This design comes from an exercise in tuning for small area, a short achievable clock period and few clock cycles per item on the open sky130 flow, not from production work.
For this run, only the layout was checked, not whether the RTL still works.

<file path="flow/flow/run.sh">
#!/bin/bash
# Standard layout, with every port buffered by sky130_fd_sc_hd__buf_1 and a
# clock tree of clkbuf_8 without dummy loads.
set -euo pipefail
export BUFFER_PORTS_ARGS="-buffer_cell sky130_fd_sc_hd__buf_1"
export CTS_ARGS="-sink_clustering_enable -repair_clock_nets -dont_use_dummy_load -buf_list sky130_fd_sc_hd__clkbuf_8 -sink_clustering_size 30 -sink_clustering_max_diameter 150"
bash standard.sh > standard.log 2>&1
</file>
<file path="flow/constraint.sdc">
create_clock -name core_clock -period 11.0 [get_ports {CLK}]
set_input_delay 2.2000 -clock core_clock [delete_from_list [all_inputs] [get_ports {CLK}]]
set_output_delay 2.2000 -clock core_clock [all_outputs]
set_load 0.01 [all_outputs]
</file>
<file path="flow/design.v">
module Reconstructor(
    input enable,
    input CLK,
    input reset,
    input [7:0]height,
    input [7:0]width,
    input Vector_sig,
    input [7:0]mv_x,
    input [7:0]addr_x,
    input [7:0]mv_y,
    input [7:0]addr_y,
    output Nxt_block_sig,
    input [1:0]data_type,
    output [15:0]Tindex,
    input [5:0]pdi,
    output [15:0]index,
    output we,
    output [8:0]datax_out,
    output [8:0]datay_out,
    output [5:0]pdo
    );
localparam IDLE = 3'd0, WAIT = 3'd1, S1 = 3'd2, RD0 = 3'd3, CMP = 3'd4, RD = 3'd5;
reg [2:0] state;
reg [15:0] I, N;          
reg jxN, jyN, nval;       
reg [4:0] preg;           
reg [1:0] btype;
reg hasx, hasy;
always @(posedge CLK) begin
  hasx <= |mv_x[1:0];
  hasy <= |mv_y[1:0];
end
function [4:0] oa;
  input [1:0] k;
  input [1:0] rx, ry;
  reg [2:0] cx, cy;
  begin
    cx = k[0] ? {1'b0, rx} : (rx == 2'd0 ? 3'd4 : {1'b0, 2'd0 - rx});
    cy = k[1] ? {1'b0, ry} : (ry == 2'd0 ? 3'd4 : {1'b0, 2'd0 - ry});
    case ({cx[2], cy[2]})
      2'b11: oa = 5'd16;
      2'b10: oa = {1'b0, cy[1:0], 2'b00};
      2'b01: oa = {1'b0, cx[1:0], 2'b00};
      default: case ({cx[1:0], cy[1:0]})
        4'b0101: oa = 5'd1;
        4'b0110, 4'b1001: oa = 5'd2;
        4'b0111, 4'b1101: oa = 5'd3;
        4'b1010: oa = 5'd4;
        4'b1011, 4'b1110: oa = 5'd6;
        4'b1111: oa = 5'd9;
        default: oa = 5'd0;
      endcase
    endcase
  end
endfunction
function [4:0] pri;
  input [4:0] o;
  input [1:0] t;
  pri = {o[4:2] + {1'b0, t}, o[1:0]};
endfunction
wire s_cmp = (state == CMP);
wire s_rd0 = (state == RD0);
wire [5:0] cp = {1'b0, preg};
wire [5:0] cg = cp & ~pdi, cl = ~cp & pdi;
wire [5:0] ce = ~(cg | cl);
wire gt = cg[5] | ce[5] & (cg[4] | ce[4] & (cg[3] | ce[3] & (cg[2] | ce[2] & (cg[1] | ce[1] & cg[0]))));
wire wr = s_cmp & gt;
wire last = ~nval;
wire adv = s_rd0 | (s_cmp & ~last);    
wire nx_v = (~jxN & hasx) | (~jyN & hasy);
wire nx_x = ~jxN & hasx;
wire nx_y = (~jxN & hasx) ? jyN : 1'b1;
reg [2:0] ns;
always @(*)
  case (state)
    IDLE: ns = enable ? WAIT : IDLE;
    WAIT: ns = Vector_sig ? S1 : WAIT;
    S1:   ns = RD0;
    RD0:  ns = CMP;
    CMP:  ns = last ? ((~wr & Vector_sig) ? S1 : WAIT) : (wr ? RD : CMP);
    RD:   ns = CMP;
    default: ns = IDLE;
  endcase
wire kx = (state == S1) ? 1'b0 : adv ? nx_x : jxN;
wire ky = (state == S1) ? 1'b0 : adv ? nx_y : jyN;
wire kx_nx = ~kx & hasx;
wire ky_nx = (~kx & hasx) ? ky : 1'b1;
wire tx = (ns == S1) ? 1'b0 : (ns == RD) ? kx : kx_nx;
wire ty = (ns == S1) ? 1'b0 : (ns == RD) ? ky : ky_nx;
reg [7:0] ryc, rxc;
always @(posedge CLK) begin
  ryc <= addr_y + mv_y[7:2] + {7'd0, ty};
  rxc <= addr_x + mv_x[7:2] + {7'd0, tx};
end
wire tmode = (state == IDLE) | (state == WAIT) | (s_cmp & last);
wire [7:0] op = tmode ? addr_y : ryc;
wire [7:0] ax = tmode ? addr_x : rxc;
wire [15:0] r0 = {8'hFF, ~(width & {8{~op[0]}})};
wire s1 = r0[5] ^ (op[1] & width[4]);
wire c2 = r0[5] & (op[1] & width[4]);
wire s3 = r0[6] ^ (op[1] & width[5]) ^ (op[2] & width[4]);
wire c4 = (r0[6] & (op[1] & width[5])) | (r0[6] & (op[2] & width[4])) | ((op[1] & width[5]) & (op[2] & width[4]));
wire s5 = (op[3] & width[3]) ^ (op[4] & width[2]);
wire c6 = (op[3] & width[3]) & (op[4] & width[2]);
wire s7 = r0[7] ^ (op[1] & width[6]) ^ (op[2] & width[5]);
wire c8 = (r0[7] & (op[1] & width[6])) | (r0[7] & (op[2] & width[5])) | ((op[1] & width[6]) & (op[2] & width[5]));
wire s9 = (op[3] & width[4]) ^ (op[4] & width[3]) ^ (op[5] & width[2]);
wire c10 = ((op[3] & width[4]) & (op[4] & width[3])) | ((op[3] & width[4]) & (op[5] & width[2])) | ((op[4] & width[3]) & (op[5] & width[2]));
wire s11 = (op[6] & width[1]) ^ (op[7] & width[0]);
wire c12 = (op[6] & width[1]) & (op[7] & width[0]);
wire s13 = 1'b1 ^ (op[1] & width[7]) ^ (op[2] & width[6]);
wire c14 = (1'b1 & (op[1] & width[7])) | (1'b1 & (op[2] & width[6])) | ((op[1] & width[7]) & (op[2] & width[6]));
wire s15 = (op[3] & width[5]) ^ (op[4] & width[4]) ^ (op[5] & width[3]);
wire c16 = ((op[3] & width[5]) & (op[4] & width[4])) | ((op[3] & width[5]) & (op[5] & width[3])) | ((op[4] & width[4]) & (op[5] & width[3]));
wire s17 = (op[6] & width[2]) ^ (op[7] & width[1]);
wire c18 = (op[6] & width[2]) & (op[7] & width[1]);
wire s19 = 1'b1 ^ (op[2] & width[7]) ^ (op[3] & width[6]);
wire c20 = (1'b1 & (op[2] & width[7])) | (1'b1 & (op[3] & width[6])) | ((op[2] & width[7]) & (op[3] & width[6]));
wire s21 = (op[4] & width[5]) ^ (op[5] & width[4]) ^ (op[6] & width[3]);
wire c22 = ((op[4] & width[5]) & (op[5] & width[4])) | ((op[4] & width[5]) & (op[6] & width[3])) | ((op[5] & width[4]) & (op[6] & width[3]));
wire s23 = 1'b1 ^ (op[3] & width[7]) ^ (op[4] & width[6]);
wire c24 = (1'b1 & (op[3] & width[7])) | (1'b1 & (op[4] & width[6])) | ((op[3] & width[7]) & (op[4] & width[6]));
wire s25 = r0[3] ^ (op[1] & width[2]);
wire c26 = r0[3] & (op[1] & width[2]);
wire s27 = r0[4] ^ (op[1] & width[3]) ^ (op[2] & width[2]);
wire c28 = (r0[4] & (op[1] & width[3])) | (r0[4] & (op[2] & width[2])) | ((op[1] & width[3]) & (op[2] & width[2]));
wire s29 = (op[3] & width[1]) ^ (op[4] & width[0]);
wire c30 = (op[3] & width[1]) & (op[4] & width[0]);
wire s31 = s1 ^ (op[2] & width[3]) ^ (op[3] & width[2]);
wire c32 = (s1 & (op[2] & width[3])) | (s1 & (op[3] & width[2])) | ((op[2] & width[3]) & (op[3] & width[2]));
wire s33 = (op[4] & width[1]) ^ (op[5] & width[0]) ^ ax[5];
wire c34 = ((op[4] & width[1]) & (op[5] & width[0])) | ((op[4] & width[1]) & ax[5]) | ((op[5] & width[0]) & ax[5]);
wire s35 = c2 ^ s3 ^ s5;
wire c36 = (c2 & s3) | (c2 & s5) | (s3 & s5);
wire s37 = (op[5] & width[1]) ^ (op[6] & width[0]) ^ ax[6];
wire c38 = ((op[5] & width[1]) & (op[6] & width[0])) | ((op[5] & width[1]) & ax[6]) | ((op[6] & width[0]) & ax[6]);
wire s39 = c4 ^ c6 ^ s7;
wire c40 = (c4 & c6) | (c4 & s7) | (c6 & s7);
wire s41 = s9 ^ s11 ^ ax[7];
wire c42 = (s9 & s11) | (s9 & ax[7]) | (s11 & ax[7]);
wire s43 = c8 ^ c10 ^ c12;
wire c44 = (c8 & c10) | (c8 & c12) | (c10 & c12);
wire s45 = s13 ^ s15 ^ s17;
wire c46 = (s13 & s15) | (s13 & s17) | (s15 & s17);
wire s47 = c14 ^ c16 ^ c18;
wire c48 = (c14 & c16) | (c14 & c18) | (c16 & c18);
wire s49 = s19 ^ s21 ^ (op[7] & width[2]);
wire c50 = (s19 & s21) | (s19 & (op[7] & width[2])) | (s21 & (op[7] & width[2]));
wire s51 = c20 ^ c22 ^ s23;
wire c52 = (c20 & c22) | (c20 & s23) | (c22 & s23);
wire s53 = (op[5] & width[5]) ^ (op[6] & width[4]) ^ (op[7] & width[3]);
wire c54 = ((op[5] & width[5]) & (op[6] & width[4])) | ((op[5] & width[5]) & (op[7] & width[3])) | ((op[6] & width[4]) & (op[7] & width[3]));
wire s55 = c24 ^ 1'b1 ^ (op[4] & width[7]);
wire c56 = (c24 & 1'b1) | (c24 & (op[4] & width[7])) | (1'b1 & (op[4] & width[7]));
wire s57 = (op[5] & width[6]) ^ (op[6] & width[5]) ^ (op[7] & width[4]);
wire c58 = ((op[5] & width[6]) & (op[6] & width[5])) | ((op[5] & width[6]) & (op[7] & width[4])) | ((op[6] & width[5]) & (op[7] & width[4]));
wire s59 = 1'b1 ^ (op[5] & width[7]) ^ (op[6] & width[6]);
wire c60 = (1'b1 & (op[5] & width[7])) | (1'b1 & (op[6] & width[6])) | ((op[5] & width[7]) & (op[6] & width[6]));
wire s61 = r0[2] ^ (op[1] & width[1]);
wire c62 = r0[2] & (op[1] & width[1]);
wire s63 = s25 ^ (op[2] & width[1]) ^ (op[3] & width[0]);
wire c64 = (s25 & (op[2] & width[1])) | (s25 & (op[3] & width[0])) | ((op[2] & width[1]) & (op[3] & width[0]));
wire s65 = c26 ^ s27 ^ s29;
wire c66 = (c26 & s27) | (c26 & s29) | (s27 & s29);
wire s67 = c28 ^ c30 ^ s31;
wire c68 = (c28 & c30) | (c28 & s31) | (c30 & s31);
wire s69 = c32 ^ c34 ^ s35;
wire c70 = (c32 & c34) | (c32 & s35) | (c34 & s35);
wire s71 = c36 ^ c38 ^ s39;
wire c72 = (c36 & c38) | (c36 & s39) | (c38 & s39);
wire s73 = c40 ^ c42 ^ s43;
wire c74 = (c40 & c42) | (c40 & s43) | (c42 & s43);
wire s75 = c44 ^ c46 ^ s47;
wire c76 = (c44 & c46) | (c44 & s47) | (c46 & s47);
wire s77 = c48 ^ c50 ^ s51;
wire c78 = (c48 & c50) | (c48 & s51) | (c50 & s51);
wire s79 = c52 ^ c54 ^ s55;
wire c80 = (c52 & c54) | (c52 & s55) | (c54 & s55);
wire s81 = c56 ^ c58 ^ s59;
wire c82 = (c56 & c58) | (c56 & s59) | (c58 & s59);
wire s83 = c60 ^ 1'b1 ^ (op[6] & width[7]);
wire c84 = (c60 & 1'b1) | (c60 & (op[6] & width[7])) | (1'b1 & (op[6] & width[7]));
wire s85 = r0[1] ^ (op[1] & width[0]);
wire c86 = r0[1] & (op[1] & width[0]);
wire s87 = s61 ^ (op[2] & width[0]) ^ ax[2];
wire c88 = (s61 & (op[2] & width[0])) | (s61 & ax[2]) | ((op[2] & width[0]) & ax[2]);
wire s89 = c62 ^ s63 ^ ax[3];
wire c90 = (c62 & s63) | (c62 & ax[3]) | (s63 & ax[3]);
wire s91 = c64 ^ s65 ^ ax[4];
wire c92 = (c64 & s65) | (c64 & ax[4]) | (s65 & ax[4]);
wire s93 = c66 ^ s67 ^ s33;
wire c94 = (c66 & s67) | (c66 & s33) | (s67 & s33);
wire s95 = c68 ^ s69 ^ s37;
wire c96 = (c68 & s69) | (c68 & s37) | (s69 & s37);
wire s97 = c70 ^ s71 ^ s41;
wire c98 = (c70 & s71) | (c70 & s41) | (s71 & s41);
wire s99 = c72 ^ s73 ^ s45;
wire c100 = (c72 & s73) | (c72 & s45) | (s73 & s45);
wire s101 = c74 ^ s75 ^ s49;
wire c102 = (c74 & s75) | (c74 & s49) | (s75 & s49);
wire s103 = c76 ^ s77 ^ s53;
wire c104 = (c76 & s77) | (c76 & s53) | (s77 & s53);
wire s105 = c78 ^ s79 ^ s57;
wire c106 = (c78 & s79) | (c78 & s57) | (s79 & s57);
wire s107 = c80 ^ s81 ^ (op[7] & width[5]);
wire c108 = (c80 & s81) | (c80 & (op[7] & width[5])) | (s81 & (op[7] & width[5]));
wire s109 = c82 ^ s83 ^ (op[7] & width[6]);
wire c110 = (c82 & s83) | (c82 & (op[7] & width[6])) | (s83 & (op[7] & width[6]));
wire s111 = c84 ^ 1'b1 ^ (op[7] & width[7]);
wire c112 = (c84 & 1'b1) | (c84 & (op[7] & width[7])) | (1'b1 & (op[7] & width[7]));
wire [15:0] ta = {c112, c110, c108, c106, c104, c102, c100, c98, c96, c94, c92, c90, c88, c86, s85, r0[0]};
wire [15:0] tb = {1'b1, s111, s109, s107, s105, s103, s101, s99, s97, s95, s93, s91, s89, s87, ax[1], ax[0]};
wire [15:0] M = ta + tb;
assign Nxt_block_sig = (state == WAIT) | (s_cmp & last & ~wr);
assign Tindex = N;
assign index = (s_rd0 | (s_cmp & ~wr)) ? N : I;
assign we = wr;
assign pdo = {1'b0, preg};
assign datax_out = {1'b0, mv_x};
assign datay_out = {1'b0, mv_y};
always @(posedge CLK or posedge reset)
  if (reset)
    state <= IDLE;
  else
    state <= ns;
always @(posedge CLK) begin
  N <= M;
  if (state == S1) begin
    jxN <= 1'b0; jyN <= 1'b0; nval <= 1'b1;
  end
  if (s_rd0)
    btype <= data_type;
  if (adv) begin
    I <= N;
    preg <= pri(oa({jyN, jxN}, mv_x[1:0], mv_y[1:0]), s_rd0 ? data_type : btype);
    nval <= nx_v; jxN <= nx_x; jyN <= nx_y;
  end
end
endmodule
</file>
<file path="flow/config.mk">
export PLATFORM = sky130hd
export DESIGN_NAME = Reconstructor
export DESIGN_NICKNAME = Reconstructor
export VERILOG_FILES = /design/flow/design.v
export SDC_FILE = /design/flow/constraint.sdc
export NUM_CORES = 4
export LEC_CHECK = 0
export ABC_CLOCK_PERIOD_IN_PS = 6000
export CAP_MARGIN = 20
export CORE_MARGIN = 2
export CORE_UTILIZATION = 40
export CTS_BUF_LIST = sky130_fd_sc_hd__clkbuf_8
export CTS_CLUSTER_SIZE = 30
export PLACE_DENSITY = 0.6
export SETUP_SLACK_MARGIN = 5
export SLEW_MARGIN = 20
</file>
<file path="flow/standard.sh">
#!/bin/bash
# synth_recipe.tcl (not shown) runs the flow's synth.tcl, then flattens the netlist and writes it again
# the make line also repeats each setting of config.mk as NAME=value (left out here)
make -C /OpenROAD-flow-scripts/flow DESIGN_CONFIG=/design/flow/config.mk WORK_HOME=/design/flow/orfs CLKGATE_MAP_FILE= SYNTH_SCRIPT=/design/flow/synth_recipe.tcl "${@:-finish}"
</file>
==> notes.md <==
[cell usage in the layout, fill, tap and decap left out, types with 4 or more instances in the layout]
cell      Yosys  routed
edfxtp_1     24      24
ha_1         49      46
mux2_4       10      12
and2_1       21      21
mux2_2       18      16
o211ai_1      5       5
nand3_1       4       4
a21o_1        7       7
xor2_1        6       6
a21oi_1      18      17
a211oi_1      5       5
o21ai_0      18      16
nand2b_1     11      11
buf_1         0     105
nor2_1       30      30
fa_1         47      47
inv_1        90      89
nor2b_1      19      19
mux2i_1       9       6
nor3_1        6       6
clkbuf_8      0       9
nand2_1      49      49
buf_4        19       9
dfxtp_1      36      36
xnor2_1      16      16
[final cells by class]
cell class,count,area [um2]
clock buffer,9,124
fill,1354,7420
inverter,90,338
multi-input combinational,393,3610
sequential,63,1520
tap,180,225
timing repair buffer,116,487
[sequential cells by signal, indices dropped and copies added, names as in the netlist]
register,flops
N,16
hasy,1
hasx,1
preg,5
state,3
jyN,1
nval,1
jxN,1
ryc,8
I,16
rxc,8
btype,2
[per-layer routing]
metal  part of all wire (%)  routed length, um  global-route usage [%]  vias to the layer above
met1                     46               5100                    19.9                     1958
met2                     46               5130                    26.0                      118
met4                    1.9                211                    5.82                        0
met3                    5.5                608                    3.28                       18
li1                       -                  -                       -                     2058
met5                      0                  0                       0                        -
[worst register-to-register path: stages (launching register included)]
cell and delay (ns):
dfrtp_1 0.51, nor2_1 0.23, inv_1 0.08, a21oi_2 0.14
buf_4 0.30, mux2_4 0.38, and2_1 0.18, fa_1 0.48
inv_1 0.05, fa_1 0.46, fa_1 0.49, inv_1 0.05
fa_1 0.52, ha_4 0.23, a2111oi_2 0.28, o21ai_1 0.14
a41oi_1 0.29, a21oi_1 0.13, xor2_1 0.15
[path summary, 6_finish.rpt]
kind	endpoint	slack (ns)	cells after the start
max	index[15]	4.81	10
min	I[14]$_DFFE_PN_	0.45	0
max reg2reg	N[11]$_DFF_P_	5.79	18
min reg2reg	I[14]$_DFFE_PN_	0.45	0
max in group asynchronous	state[2]$_DFF_PP0_	9.19	2
min in group asynchronous	state[0]$_DFF_PP0_	1.69	2
[logic make-up (layout without fill, tap and decap cells)]
group | count (synthesis) | count (layout) | share of synthesized area [%]
and+or+nand+nor | 155 | 155 | 14.0
adders and majority gates | 96 | 96 | 27.9
other | 1 | 3 | 0.0673
muxes | 37 | 37 | 7.95
DFF | 63 | 63 | 27.2
xor gates and xnor gates | 22 | 22 | 3.46
AOI/OAI and AO/OA | 80 | 80 | 9.77
buffers and inverters | 115 | 215 | 9.64
[metrics by stage]
stage	hold slack, ns
CTS	0.453
floorplan	0.454
global route	0.468
finish	0.449
detailed placement	0.454
global placement	0.442
[timing repair]
action                                 4_1_cts  5_1_grt
setup endpoints to repair                   20       22
setup buffers                                1        8
gates resized for setup                      2        5
pin swaps                                    1        4
endpoints found under the hold margin        0        0
hold buffers                                 0        0
==> impl_metrics.csv <==
group,metric,value,unit
status,status,"complete, no violations",
detailed_routing,drt_iter0_drc,223,
place,dp_hpwl,9100,um
clock_network,cts_sinks,63,
yosys,synthTopCellsByArea,"fa_1 17%, dfxtp_1 13%, edfxtp_1 13%, ha_1 11%, inv_1 6.1%",
layout,instances_no_fill,851,
detailed_routing,via_per_inst,4.88,
job,cap_violations,0,
yosys,ys_warn_count,1,
global_route,grt_max_degree,23,
layout,diodes,0,
worst_setup_path,end_kind,"primary output",
layout,drive_gt1_share,9.39,%
worst_setup_path,start_kind,"input port",
worst_setup_path,path_buf_inv,4,
yosys,synth_area,0.00557,mm2
worst_setup_path,crit_fanout,16,
yosys,avgSynthCellArea,9.79,um2
yosys,ys_types,58,
sta,max_freq,161,MHz
global_route,grt-ovfl-total,0,
sta,fin_skew,0.0142,ns
layout,final_area,0.00630,mm2
clock_network,htree_num_levels,3,
sta,finalSetupViolCount,0,
worst_setup_path,slowest_stage,"mux2_2",
sta,drv_slew,0,
place,place_area,0.00606,mm2
place,dp.cells,833,
clock_network,numCtsBuffers,9,
yosys,yosys-top-cells-count,"90 x inv_1, 49 x ha_1, 49 x nand2_1",
global_route,grt_pass1_wl,18700,um
layout,area_growth_syn_to_layout,13.1,%
detailed_routing,wire_per_inst,13.0,um
detailed_routing,drc_errors,0,
layout,final_core_util,45.9,%
floorplan,core-area,0.0137,mm2
floorplan,die_w,122,um
detailed_routing,totalWireLength,11100,um
place,gp_congestion,0.831,
detailed_routing,vias,4152,
yosys,syn-instance-count,569,
sta,tightest_slew,0.832,ns
clock_network,clock_latency,0.33,ns
hold_path,hold_start,"N[14]$_DFF_P_",
floorplan,die_h,122,um
yosys,synth_edf_count,24,
place,port_buffers,106,
layout,num-nets-final,829,
global_route,antenna_found_initial,0,
floorplan,die_area,0.0149,mm2
worst_setup_path,cp-startpoint,"pdi[1]",
global_route,grt_pass1_vias,4209,
yosys,synth-seq-cells,63,
yosys,async_flop_share,4.76,%
worst_setup_path,cp_common_cell,"buf_1",
yosys,yosysSeqAreaShare,27.2,%
worst_setup_path,worstReg2RegStart,"state[0]$_DFF_PP0_",
detailed_routing,drt_pass1_iterations,4,
worst_setup_path,cp_top_family,"buffers and inverters",
detailed_routing,ant_nets,0,
sta,hold_viol,0,
yosys,yosys_most_used_dff,"dfxtp_1",
worst_setup_path,cp_slowest_stage_delay,0.35,ns
place,place_ws,4.38,ns
clock_network,max-clock-path-buffers,2,
floorplan,initial_core_util,40.6,%
clock_network,cts-root-buf,"clkbuf_8",
clock_network,cts_tree,"built",
clock_network,clkTransAtPathRegs,0.06,ns
sta,slew_headroom,44.5,%
yosys,yosysMostFrequentCell,"inv_1",
yosys,yosysTopAreaCell,"fa_1",
sta,rsz0062_at_grt,"true",
worst_setup_path,required,8.80,ns
global_route,grt_usage,15.6,%
sta,fin_crit_sh,56.3,%
yosys,synth_top_area_share,16.9,%
worst_setup_path,arrival,3.99,ns
sta,fin_ws,4.81,ns
worst_setup_path,crit_chain,"buf_1 -> inv_1 -> ha_1 -> nand4b_1 -> a211oi_2 -> or2_4 -> o31ai_4 -> buf_12 -> mux2_2 -> buf_1",
floorplan,io_pins,118,
sta,post-route-min-period,6.19,ns
floorplan,rows,43,
hold_path,min_path_type,"reg2reg",
sta,tns,0,ns
worst_setup_path,critPathKind,"in2out",

afterwards: timing with drivers on the ports:
How much do the figures lean on ideal ports? The routed layout below was timed once more, with nothing changed but the port constraints.
Step 1 assumes that a clkbuf_16 drives the clock port and a buf_2 every other input.
Step 2 adds t to the input delays and takes it off the output delays; t is the mean of the earliest and latest rising clock arrival at the registers after step 1. Input paths then give back, and output paths get back, about the clock's delay inside the block.
a / b / c = no drivers / after step 1 / after step 2; a / b = the first two.
t, ns: 0.362
slack for setup (ns): 4.805 / 4.783 / 4.783
hold WS [ns]: 0.449 / 0.449 / 0.449
worst data-port slew with drivers (ns): 0.04
cell pins on the clock port's net: 1
After both steps this run still meets setup and hold. The setup slack of this run moves by -0.022 ns with the drivers and by -0.022 ns with both steps.
